This design comes from an exercise in tuning for small area and a short achievable clock period on the open sky130 flow, not from production work.
Only simulation tests tie the RTL to the original design; equivalence was not proved.
Power and IR drop assume default switching activity.

==> tundra: inputs <==
==> flow/design.v (excerpt) <==
module mips_pipeline(
    input  logic        clk,
    input  logic        reset,
    input  logic        enable,
    output logic [31:0] imem_addr,
    input  logic [31:0] imem_rdata,
    output logic [31:0] dmem_addr,
    output logic [31:0] dmem_wdata,
    output logic        dmem_we,
    output logic        dmem_re,
    input  logic [31:0] dmem_rdata,
    output logic        exception,
    output logic [31:0] epc
    );
make LEC_CHECK=0 CAP_MARGIN=20 CORE_MARGIN=2 CORE_UTILIZATION=40 PLACE_DENSITY=0.6 SLEW_MARGIN=20 finish   # period 8.0 ns
run.sh (not shown) runs the stock make flow with config.mk's settings and CLKGATE_MAP_FILE= SYNTH_SCRIPT=/design/flow/synth_recipe.tcl, a recipe that flattens the netlist after the stock synthesis.
==> quartz (differences from tundra) <==
--- a/flow/design.v
+++ b/flow/design.v
@@ -398,10 +398,11 @@
     logic        e_beq, e_bne, e_mr, e_mw, e_m2r, e_rw, e_und, e_pred, e_ar;   
     logic        e_sub, e_and, e_or, e_alusrc, e_regdst;
     logic [25:0] e_ins;
     logic [29:0] e_pc;
     logic [31:0] e_a, e_b;
+    logic        e_fam, e_fbm;    
     logic        m_beq, m_bne, m_mr, m_mw, m_m2r, m_rw, m_und, m_ovf, m_pred;   
     logic        m_zero;
     logic [31:0] m_res, m_sd;
     logic [4:0]  m_wr;
     logic [29:0] m_pc;
@@ -420,15 +421,19 @@
     logic m_isbr, m_taken, mispred;
     assign m_isbr  = m_beq | m_bne;
     assign m_taken = (m_zero & m_beq) | (~m_zero & m_bne);
     assign mispred = m_isbr & (m_pred ^ m_taken);
     logic [29:0] m_alt;
-    assign m_alt = m_pc + 30'd1 + (m_pred ? 30'd0 : {{14{m_imm[15]}}, m_imm});
+    logic [30:0] m_altc;
+    assign m_altc = {m_pc, 1'b1} + {(m_pred ? 30'd0 : {{14{m_imm[15]}}, m_imm}), 1'b1};
+    assign m_alt  = m_altc[30:1];
     assign dmem_addr  = m_res;
     assign dmem_wdata = m_sd;
     assign dmem_we    = enable & m_mw;
     assign dmem_re    = m_mr;
+    logic [31:0] m_wd;
+    assign m_wd = m_m2r ? dmem_rdata : m_res;
     logic [5:0] op, fn;
     logic [4:0] rs, rt;
     assign op = d_instr[31:26];
     assign fn = d_instr[5:0];
     assign rs = d_instr[25:21];
@@ -450,34 +455,71 @@
     assign f_or  = (fn == 6'b100101);
     logic id_jump, id_cu, id_acu;
     assign id_jump = ~nop & o_j;
     assign id_cu   = ~nop & ~(o_r | o_lw | o_sw | o_addi | o_beq | o_bne | o_j);
     assign id_acu  = ~nop & o_r & ~(f_add | f_sub | f_and | f_or) & (d_instr != 32'd0);
-    logic [31:0] rd1, rd2;
-    logic        byp1, byp2;
+    logic [4:0] x_wr;
+    logic       x_ok, y_ok;
+    assign x_wr = e_regdst ? e_ins[15:11] : e_ins[20:16];
+    assign x_ok = e_rw & (x_wr != 5'd0);
+    assign y_ok = m_rw & (m_wr != 5'd0);
+    logic [32:0] sel1, sel2;
+    logic        mem1, mem2, byp1, byp2;
+    assign mem1 = y_ok & (m_wr == rs);
+    assign mem2 = y_ok & (m_wr == rt);
     assign byp1 = w_rw & (w_wr == rs) & (w_wr != 5'd0);
     assign byp2 = w_rw & (w_wr == rt) & (w_wr != 5'd0);
+    assign sel1[0] = mem1;
+    assign sel2[0] = mem2;
+    assign sel1[1] = ~mem1 & byp1;
+    assign sel2[1] = ~mem2 & byp2;
+    genvar gs;
+    generate
+        for (gs = 1; gs < 32; gs++) begin : g_sel
+            assign sel1[gs+1] = ~mem1 & ~byp1 & rf_v[gs] & (rs == gs);
+            assign sel2[gs+1] = ~mem2 & ~byp2 & rf_v[gs] & (rt == gs);
+        end
+    endgenerate
+    logic [32:0][31:0] src;
+    assign src[0] = m_wd;
+    assign src[1] = w_wd;
+    assign src[32:2] = rf;
+    logic [10:0][31:0] g1, g2;
+    generate
+        for (gs = 0; gs < 11; gs++) begin : g_aoi
+            mp_aoi222 aoi1(.s(sel1[3*gs+2:3*gs]), .a(src[3*gs]), .b(src[3*gs+1]), .c(src[3*gs+2]), .y(g1[gs]));
+            mp_aoi222 aoi2(.s(sel2[3*gs+2:3*gs]), .a(src[3*gs]), .b(src[3*gs+1]), .c(src[3*gs+2]), .y(g2[gs]));
+        end
+    endgenerate
+    logic [31:0] rd1, rd2;
     always_comb begin
-        logic [31:0] a1, a2;
-        a1 = '0;
-        a2 = '0;
-        for (int i = 1; i < 32; i++) begin
-            a1 = a1 | ({32{rf_v[i] & (rs == i[4:0])}} & rf[i]);
-            a2 = a2 | ({32{rf_v[i] & (rt == i[4:0])}} & rf[i]);
+        rd1 = '1;
+        rd2 = '1;
+        for (int k = 0; k < 11; k++) begin
+            rd1 = rd1 & g1[k];
+            rd2 = rd2 & g2[k];
         end
-        rd1 = byp1 ? w_wd : a1;
-        rd2 = byp2 ? w_wd : a2;
+        rd1 = ~rd1;
+        rd2 = ~rd2;
     end
+    logic at_vec;
+    assign at_vec = (pc == 30'h20000000) | (pc == 30'h20000060);
     logic [31:0] instr_if;
     assign instr_if = (pc == 30'h20000000) ? 32'h08000000 :
                       (pc == 30'h20000060) ? 32'h08200060 :
                       imem_rdata;
     logic [29:0] pc4, tgt;
-    assign pc4 = pc + 30'd1;
-    assign tgt = pc4 + {{14{instr_if[15]}}, instr_if[15:0]};
+    logic [16:0] tlo;
+    logic [13:0] hi_p, hi_m;
+    assign pc4  = pc + 30'd1;
+    mp_add16c add_tgt(.a(pc[15:0]), .b(imem_rdata[15:0]), .s(tlo));
+    assign hi_p = pc[29:16] + 14'd1;
+    assign hi_m = pc[29:16] - 14'd1;
+    assign tgt[15:0] = tlo[15:0];
+    mp_csel #(14) sel_tgt(.c(tlo[16]), .n(imem_rdata[15]), .z(pc[29:16]), .p(hi_p), .m(hi_m), .y(tgt[29:16]));
     logic pred_if;
-    assign pred_if = bp[1] & (instr_if[31:27] == 5'b00010);
+    assign pred_if = bp[1] & (imem_rdata[31:27] == 5'b00010) & ~at_vec;
     logic [29:0] pc_other, pc_next;
     always_comb begin
         if (exc)
             pc_other = w_und ? 30'h20000000 : 30'h20000060;
         else if (id_jump)
@@ -485,11 +527,11 @@
         else if (mispred)
             pc_other = m_alt;
         else
             pc_other = pc4;
     end
-    assign pc_next = (pred_if & ~exc & ~id_jump & ~mispred) ? tgt : pc_other;
+    mp_mux2 #(30) mux_pc(.s(pred_if & ~exc & ~id_jump & ~mispred), .a(pc_other), .b(tgt), .y(pc_next));
     assign imem_addr = {pc, 2'b00};
     always_ff @(posedge clk) begin
         if (reset)
             pc <= '0;
         else if (enable & ~nop)
@@ -548,26 +590,25 @@
             e_regdst <= o_r;
             e_ins    <= d_instr[25:0];
             e_pc     <= d_pc;
             e_a      <= rd1;
             e_b      <= rd2;
+            e_fam    <= x_ok & (x_wr == rs);
+            e_fbm    <= x_ok & (x_wr == rt);
         end
     end
     logic [4:0] e_rs, e_rt;
     assign e_rs = e_ins[25:21];
     assign e_rt = e_ins[20:16];
-    logic fa_m, fa_w, fb_m, fb_w;
-    assign fa_m = m_rw & (m_wr != 5'd0) & (m_wr == e_rs);
-    assign fa_w = w_rw & (w_wr != 5'd0) & (w_wr == e_rs);
-    assign fb_m = m_rw & (m_wr != 5'd0) & (m_wr == e_rt);
-    assign fb_w = w_rw & (w_wr != 5'd0) & (w_wr == e_rt);
     logic [31:0] fa, fb, op2, op2x, sum, res;
-    assign fa = fa_m ? m_res : fa_w ? w_wd : e_a;
-    assign fb = fb_m ? m_res : fb_w ? w_wd : e_b;
+    logic [32:0] sumc;
+    assign fa = e_fam ? m_res : e_a;
+    assign fb = e_fbm ? m_res : e_b;
     assign op2  = e_alusrc ? {{16{e_ins[15]}}, e_ins[15:0]} : fb;
     assign op2x = e_sub ? ~op2 : op2;
-    assign sum  = fa + op2x + {31'd0, e_sub};
+    assign sumc = {fa, 1'b1} + {op2x, e_sub};
+    assign sum  = sumc[32:1];
     always_comb begin
         if (e_ar)       res = sum;
         else if (e_and) res = fa & op2;
         else if (e_or)  res = fa | op2;
         else            res = 32'd0;
@@ -618,11 +659,11 @@
             w_ovf <= m_ovf;
         end
     end
     always_ff @(posedge clk) begin
         if (enable) begin
-            w_wd <= m_m2r ? dmem_rdata : m_res;
+            w_wd <= m_wd;
             w_wr <= m_wr;
             w_pc <= m_pc;
         end
     end
     always_ff @(posedge clk) begin
@@ -633,11 +674,11 @@
     end
     genvar gi;
     generate
         for (gi = 1; gi < 32; gi++) begin : g_rf
             logic we;
-            assign we = enable & w_rw & (w_wr == gi);
+            assign we = w_rw & (w_wr == gi);
             always_ff @(posedge clk) begin
                 if (we)
                     rf[gi] <= w_wd;
             end
             always_ff @(posedge clk) begin
@@ -647,5 +688,41 @@
                     rf_v[gi] <= 1'b1;
             end
         end
     endgenerate
 endmodule
+module mp_add16c(
+    input  logic [15:0] a,
+    input  logic [15:0] b,
+    output logic [16:0] s
+    );
+    logic [17:0] t;
+    assign t = {1'b0, a, 1'b1} + {1'b0, b, 1'b1};
+    assign s = t[17:1];
+endmodule
+module mp_csel #(parameter W = 14) (
+    input  logic         c,
+    input  logic         n,
+    input  logic [W-1:0] z,
+    input  logic [W-1:0] p,
+    input  logic [W-1:0] m,
+    output logic [W-1:0] y
+    );
+    assign y = ({W{c == n}} & z) | ({W{c & ~n}} & p) | ({W{~c & n}} & m);
+endmodule
+module mp_mux2 #(parameter W = 32) (
+    input  logic         s,
+    input  logic [W-1:0] a,
+    input  logic [W-1:0] b,
+    output logic [W-1:0] y
+    );
+    assign y = s ? b : a;
+endmodule
+module mp_aoi222(
+    input  logic [2:0]  s,
+    input  logic [31:0] a,
+    input  logic [31:0] b,
+    input  logic [31:0] c,
+    output logic [31:0] y
+    );
+    assign y = ~(({32{s[0]}} & a) | ({32{s[1]}} & b) | ({32{s[2]}} & c));
+endmodule
Settings changed: CORE_UTILIZATION 40 to 55, CTS_BUF_LIST set to sky130_fd_sc_hd__clkbuf_8, CTS_CLUSTER_DIAMETER set to 50, CTS_CLUSTER_SIZE set to 20, PLACE_DENSITY 0.6 to 0.7, SETUP_SLACK_MARGIN set to 4, SYNTH_HIERARCHICAL set to 1.
==> reports/qor.txt <==
design area -> 0.0731 mm2
Area contributors post-synth -> edfxtp_1, a222oi_1, dfxtp_1
outcome -> no timing/DRC/antenna violations
Via density -> 7.41
clock network area share -> 4.13%
critical-path cell list -> or4_1, o21ai_2, nor4_4, bufbuf_16, a31oi_2, nand2b_2, nor2b_2, and3_1, buf_6, a222oi_1, nand4_1, nor2_4, nand4_1
fin util -> 61.0%
Post-Synth XOR/XNOR Area -> 2.77%
yosys warns -> 7
Total Power -> 15.0 mW
Source of the figures above: quartz

==> reports/qor.txt <==
critical-path cell list -> inv_1, ha_1, nor4bb_1, and4_1, nand3_1, and2_1, ha_1, fa_1, a21o_1, a21oi_1, o21ai_0, a21oi_1, o21ai_0, a41o_1, a221oi_1, o21ai_0, mux2_2, a221oi_1, nor3_1
Comb. pwr -> 1.09 mW
fin util -> 46.3%
Total Power -> 17.0 mW
outcome -> no timing/DRC/antenna violations
design area -> 0.0771 mm2
Via density -> 7.06
yosys warns -> 1
clock network area share -> 6.49%
Post-Synth XOR/XNOR Area -> 2.66%
Area contributors post-synth -> edfxtp_1, dfxtp_1, a221oi_1
Source of the figures above: tundra

-- static timing again, ports no longer ideal --
The results above use ideal ports. As a check the final layouts listed here were re-extracted and re-timed, cells and wires unchanged.
Step 1 (the two cells are an assumption about what drives the block):
set clk [get_ports {clk}]
set_driving_cell -lib_cell sky130_fd_sc_hd__clkbuf_16 $clk
set_driving_cell -lib_cell sky130_fd_sc_hd__buf_2 [delete_from_list [all_inputs] $clk]
Step 2 moves the port delays by t, midway between the first and last clock arrival at a register: inputs arrive t later, outputs are due t later. That takes back most of the time a late clock gives input paths.
a / b / c = no drivers / after step 1 / after step 2; a / b = the first two.
run | t (ns) | slack for setup (ns) | hold WS [ns] | clock arrival spread, ns | worst slew at a driven data input, ns
tundra | 0.905 | 1.307 / 1.307 / 1.307 | 0.382 / 0.382 / 0.382 | 0.065 / 0.065 | 0.08
quartz | 0.958 | 3.979 / 3.979 / 3.124 | 0.408 / 0.408 / 0.408 | 0.075 / 0.075 | 0.13
After both steps every run listed still meets setup and hold. For quartz, which loses most, drivers alone change the setup slack by 0.000 ns; drivers and shift together by -0.855 ns.
